This design comes from an exercise in tuning for small area, a short achievable clock period and few clock cycles per item on the open sky130 flow, not from production work.
At most, simulation tests tie the RTL to the original design; equivalence was not proved.
Power figures rest on the tool's default switching activity, not on a simulated workload.

==> flow/design.v (excerpt) <==
module MUL #(
    parameter WIDTH = 32
) (
    input  [ 0:0] clk,
    input  [ 0:0] rst,
    input  [ 0:0] start,
    input  [31:0] a,
    input  [31:0] b,
    output [63:0] res,
    output [ 0:0] finish
);
Size in the first run: roughly 1200 cells after synthesis, about 160 flip-flops.
Settings: LEC_CHECK=0, CAP_MARGIN=20, CORE_MARGIN=2, CORE_UTILIZATION=60, CTS_BUF_LIST=sky130_fd_sc_hd__clkbuf_8, SETUP_SLACK_MARGIN=1.45, SLEW_MARGIN=20; clock period 4.0 ns.
run.sh (not shown) runs the stock make flow with config.mk's settings and CLKGATE_MAP_FILE= SYNTH_SCRIPT=/design/flow/synth_recipe.tcl, a recipe that flattens the netlist after the stock synthesis.
The first run finished clean.
Testbench counts at the start, summed over its fixed seeds: cycles 5,376, items 768.
Change:
Settings changed: CORE_UTILIZATION 60 to 40, SETUP_SLACK_MARGIN 1.45 to 1.4.
Outcome: The new run finished with timing, DRC and antenna clean; cell area came out higher by about 0.46%; non-clock buffer count came out lower by 6; total power came out lower by 0.65%.
Change:
Settings changed: CORE_UTILIZATION 40 to 45, SETUP_SLACK_MARGIN 1.4 to 1.5.
Setup slack gets better by 0.093 ns; core utilization rises by 7.6 points; clock power hardly moves; total power rises by 2.3%; die area falls by 11%; wire length hardly moves.
Change:
Settings changed: CORE_UTILIZATION 45 to 50, SETUP_SLACK_MARGIN 1.5 to 1.45.
What happened:
- clock power decreases by about 4%
- via count decreases by 1.4%
- non-clock buffer count decreases by 15
- power decreases by about 1.9%
- synthesized cell count stays the same
- maximum frequency decreases by about 2%
- setup slack got worse by 0.048 ns
- sequential share of layout area increases by 0.58 points
Change:
Settings changed: CORE_UTILIZATION 50 to 40, CTS_CLUSTER_SIZE set to 12.
=> The changed run finished clean. Power grows by 0.41%. Area after synthesis does not change. Count of clock-buffer cells in the layout stays the same. Core utilization falls by 12 points. Routed wire length went up by 2.4%. Die area is higher by about 24%. Cell area rises by about 0.9%. Global-route usage came out lower by 4.4 points. Cell count is higher by about 5%. Worst setup slack is better by 0.034 ns.

========
Setup of run A:
Another version of the RTL of MUL (not shown whole).
Size in the first run: about 1200 cells after synthesis, about 160 flip-flops, roughly 130 I/O pins, ~0.011 sq mm of cells after synthesis.
Settings: LEC_CHECK=0, CAP_MARGIN=0, CORE_MARGIN=2, CORE_UTILIZATION=40, CTS_BUF_LIST=sky130_fd_sc_hd__clkbuf_8, SETUP_SLACK_MARGIN=1.4, SLEW_MARGIN=0; clock period 4.0 ns.
Testbench counts of run A, summed over its fixed seeds: cycles 5,376, items 768.
Setup changes, run A to run B
- CTS_BUF_LIST: sky130_fd_sc_hd__clkbuf_8 -> unset
- CAP_MARGIN: 0 -> 20
- SETUP_SLACK_MARGIN: 1.4 -> 1.5
- SLEW_MARGIN: 0 -> 20
==> results.txt <==
Post-route fraction of the period consumed by the critical path: run B vs run A — no meaningful difference
Summary: detailed-route via count, run B worse than run A
The final reports for run B and run A show fraction of standard cell area that is sequential lower in the former.
Compared with run A, run B shows a cell depth of the worst flop-to-flop path that is 2 lower.
Least setup slack across all paths after layout delta (run A -> run B): insignificant
Input-level comparison between run C and run B:
- changing SETUP_SLACK_MARGIN from 1.5 to 1.3
- setting CTS_BUF_LIST to sky130_fd_sc_hd__clkbuf_8 for the first time
Results
- Run C: flow completed, timing, DRC and antenna clean
- Share of power burned in the clock network is higher on run B
- Lower layout overhead on the synthesized area goes to run C over run B.
- Measured against run C, the DRC marker count from the first detailed-route iteration of run B comes out at 1.14 times the reference value.
- Wire length after detailed routing: run C vs run B down about 7%
- The setup slack of run C is smaller than that of run B.
- Run C: switching portion of total power higher than run B
- As of run C, via count had fallen by a few percent compared to run B.
- Going from run B to run C, antenna cell count now sits lower, clock network power now sits lower, sequential power share now sits higher, post-layout instance area now sits lower.
Modified inputs, run D compared to run C
- setting PLACE_DENSITY to 0.7 for the first time
- changing CORE_UTILIZATION from 40 to 50
- changing SETUP_SLACK_MARGIN from 1.3 to 1.4
[summary]
- Every run in the comparison, run C and run D, completed the flow with a clean layout.
- Comparing number of post-CTS setup repair buffers for run C and run D, the smaller number came from run C.
- Going from run C to run D, standard-cell row count shrank by a little under 10%.
- Run D vs run C — vias per cell climbed by a few percent
- Relative to run C, the area added between synthesis and finish of run D is higher by 4.2 points.
- Going from run C to run D, the starting density of the core was found to have gone up by 9.8 points.
- In run D, non-clock buffer count is higher than in run C.
- Run C vs run D, uppermost layer routed: met4 vs met5
- Row share of total power in combinational logic: run D higher / run C lower
- Between run C and run D, final cell count is lower for run D, run C comes in above that.
Relative to run D, the following input files were edited for run E:
- removing PLACE_DENSITY (formerly 0.7)
- changing SETUP_SLACK_MARGIN from 1.4 to 1.6
- changing CORE_UTILIZATION from 50 to 40
## What came out
Changes observed in run E relative to run D: per-cell via count in the routed design went down, worst-case setup margin in the final layout increased 0.030 ns, highest achievable clock rate up 1.2%, number of sinks driven by the clock tree about even, post-place setup slack decreased 0.036 ns. ~same highest cell delay on the worst timing path in run E and run D. Endpoint of the worst setup timing path: c_q[7] -> run D, c_q[18] -> run E. [compare] base=run D new=run E: total via count after detailed routing moved up, final total power higher, worst IR drop on VDD did not really move, area of all placed cells without fillers up 0.0013 sq mm.
The inputs of run F differ from those of run E as listed below.
- changing SETUP_SLACK_MARGIN from 1.6 to 1.4
- changing CAP_MARGIN from 20 to 10
- changing SLEW_MARGIN from 20 to 10
[compare] base=run E new=run F: detailed-route wire length went down by about 7%, post-route standard cell area excluding fillers fell 0.0012 sq mm, fraction of the cycle the final worst path needs went down 0.19 points, part of the total power dissipated in combinational logic fell 1.5 points, total met3 wirelength after detailed routing moved down.
Looking at peak per-stage delay on the critical path, run F sits below run E.
From run F to run E, number of gates on the worst path with buffers counted did not move at all.
Relative to run E, the worst hold margin of run F is lower by 0.0047 ns.
[compare] base=run E new=run F: switching fraction of total power now sits higher; initial DRC count has remained practically unchanged.

========
run 1:
MUL again, from the RTL that the note above started with.
Settings: LEC_CHECK=0, CAP_MARGIN=20, CORE_MARGIN=2, CORE_UTILIZATION=40, CTS_BUF_LIST=sky130_fd_sc_hd__clkbuf_8, SETUP_SLACK_MARGIN=1.2, SLEW_MARGIN=20; clock period 4.0 ns.
Testbench counts of run 1, summed over its fixed seeds: cycles 5,376, items 768.
Changes in run 2 relative to run 1:
- swapping 1.2 for 1.4 in SETUP_SLACK_MARGIN
- putting PLACE_DENSITY at 0.8 where nothing was set
[summary]
Run 1 → run 2: met2 routing resource usage after global routing went up by 0.31 points; routed wire length went up by about 1.9%; power per cell area went up by 1.4%.
Looking at run 1 and run 2, the cell count after placement is a wash.
Run 2 vs. run 1: count of flip-flops with a built-in enable after synthesis stayed essentially flat, combinational cell fraction of total power rose by 1.8 points, total of fill cells in the finished design fell by 5.5%.
When run 2 is measured against run 1, its first-iteration DRC count turns out 138 lower.
## Diff of input files: run 3 against run 2
- CTS_BUF_LIST removed (was sky130_fd_sc_hd__clkbuf_8)
- PLACE_DENSITY removed (was 0.8)
- SETUP_SLACK_MARGIN changed from 1.4 to 0.9
==> results.txt <==
- Run 2 → run 3: clock slew seen by the registers of the worst setup and hold paths shrank by 40 ps, power share of the clock group grew by 3.6 points, wire length shrank by 3.7%, power in the clock group grew by about 36%, data-path buffer share of cell area in the final layout shrank by 0.42 points.
- Run 3 against run 2: number of buffer and inverter instances along the worst setup path has remained practically unchanged, design area has decreased, core utilization has decreased.
For run 4, these inputs were changed with respect to run 3:
- CORE_UTILIZATION now 60, was 40
- SETUP_SLACK_MARGIN now 1.2, was 0.9
## What came out
Run 4 against run 3: cell area shrank by 0.71%; utilization grew by 23 points; clock group share of total power shrank by 0.4 points; global-route track usage on met1 grew by 12 points.
Part of the total power dissipated in sequential elements | run 4 below run 3
Worst setup path endpoint: lc_q[6] -> run 4, c_q[11] -> run 3
Maximum ir drop on the vdd rail grows by more than a quarter when moving from run 3 to run 4.
Run 4: all stages complete, timing, DRC and antenna checks passed
Going from run 3 to run 4, cell count decreased 140; final-layout non-clock buffer area share shrank by 0.21 points.

========
Another version of the RTL of MUL (not shown whole).
For scale: ~1,200 cells after synthesis, about 160 flip-flops, ~130 I/O pins.
clock: 4.0 ns
lec_check: 0
cap_margin: 20
core_margin: 2
core_utilization: 40
setup_slack_margin: 1.5
slew_margin: 20
The starting point finished with timing, DRC and antenna clean.
Edit:
--- a/flow/config.mk
+++ b/flow/config.mk
@@ -7,0 +8 @@
+export ABC_CLOCK_PERIOD_IN_PS = 2000
After rerunning: Total power does not change; utilization stays the same; synthesized area is unchanged.
No run of this note included a check of the RTL's function; only the layout flow was run.

========
MUL, a different RTL version from the one above (not shown whole).
Size: roughly 1,000 cells after synthesis, roughly 160 flip-flops, about 0.011 mm^2 of cells after synthesis.
clock: 4.0 ns
lec_check: 0
cap_margin: 20
core_margin: 2
core_utilization: 40
cts_buf_list: sky130_fd_sc_hd__clkbuf_8
setup_slack_margin: 1.4
slew_margin: 20
Change:
Settings changed: CTS_BUF_LIST sky130_fd_sc_hd__clkbuf_8 to default, SETUP_SLACK_MARGIN 1.4 to 1.2.
Non-clock buffer count went down by 16.
Global-route usage went up by 0.30 points.
Setup slack gets better by 0.019 ns.
Combinational power went down by 5.4%.
Sequential share of layout area went up by 0.52 points.
Power barely changes.
Sequential power hardly moves.
Die area stays the same.
Fmax went up by 0.65%.
No run of this note included a check of the RTL's function; only the layout flow was run.

========
yarrow:
RTL: one of the versions met above, not the one the previous note started from.
Size: about 1500 cells after synthesis, about 160 flip-flops, about 130 I/O pins, ~12000 sq um of cells after synthesis.
==> flow/design.v (excerpt) <==
module MUL #(
    parameter WIDTH = 32
) (
    input  [ 0:0] clk,
    input  [ 0:0] rst,
    input  [ 0:0] start,
    input  [31:0] a,
    input  [31:0] b,
    output [63:0] res,
    output [ 0:0] finish
);
==> flow/config.mk <==
export PLATFORM = sky130hd
export DESIGN_NAME = MUL
export DESIGN_NICKNAME = MUL
export VERILOG_FILES = /design/flow/design.v
export SDC_FILE = /design/flow/constraint.sdc
export NUM_CORES = 4
export LEC_CHECK = 0
export ABC_AREA = 1
export CAP_MARGIN = 20
export CORE_MARGIN = 2
export CORE_UTILIZATION = 40
export SETUP_SLACK_MARGIN = 1.2
export SLEW_MARGIN = 20
==> flow/constraint.sdc <==
create_clock -name core_clock -period 4.0 [get_ports {clk}]
set_input_delay 0.8000 -clock core_clock [delete_from_list [all_inputs] [get_ports {clk}]]
set_output_delay 0.8000 -clock core_clock [all_outputs]
set_load 0.01 [all_outputs]
yarrow completed end to end with timing, DRC and antenna clean.
Testbench counts of yarrow, summed over its fixed seeds: cycles 5,376, items 768.
Input changes introduced in indigo (baseline for comparison: yarrow):
Settings: SETUP_SLACK_MARGIN changed from 1.2 to 2.0; ABC_AREA removed (was 1).
==> comparison <==
Final routed DRC violation total essentially unchanged between yarrow and indigo. Number of H-tree levels: yarrow vs indigo identical. Hold slack delta (indigo − yarrow): unfavourable. yarrow was routed with more vias than indigo. Final critical-path share of the clock period sits lower in indigo than in yarrow. met3 capacity usage during global routing was higher in the run labelled yarrow. [indigo] post-synthesis compound-gate area fraction rose 7.7 points relative to yarrow.
Here is what was changed in the inputs of willow compared with indigo.
Settings: an added CTS_BUF_LIST of sky130_fd_sc_hd__clkbuf_8; a change of CORE_UTILIZATION from 40 to 45; a change of SETUP_SLACK_MARGIN from 2.0 to 1.45.
Sequential share of layout area: willow vs indigo up 1.8 points
For combinational power, dividing the value from indigo by the value from willow gives 1.17.
Compare indigo and willow | setup slack lower: willow
Diff indigo -> willow: count of cells along the worst register-to-register path flat; area taken by flip-flops and latches now smaller; share of total power in sequential cells shows an increase of 2.4 points.
[inputs] harbor vs willow
Settings: SETUP_SLACK_MARGIN: 1.45 -> 1.2; CTS_BUF_LIST: sky130_fd_sc_hd__clkbuf_8 -> unset; CORE_UTILIZATION: 45 -> 40.
- When harbor is set beside willow, its sequential share of layout area turns out to be 1.3 points larger.
- Net load switching power (higher): willow
- Cmp harbor and willow / final area / lower: harbor
- Diff willow..harbor | non-filler instance count after layout | negligible
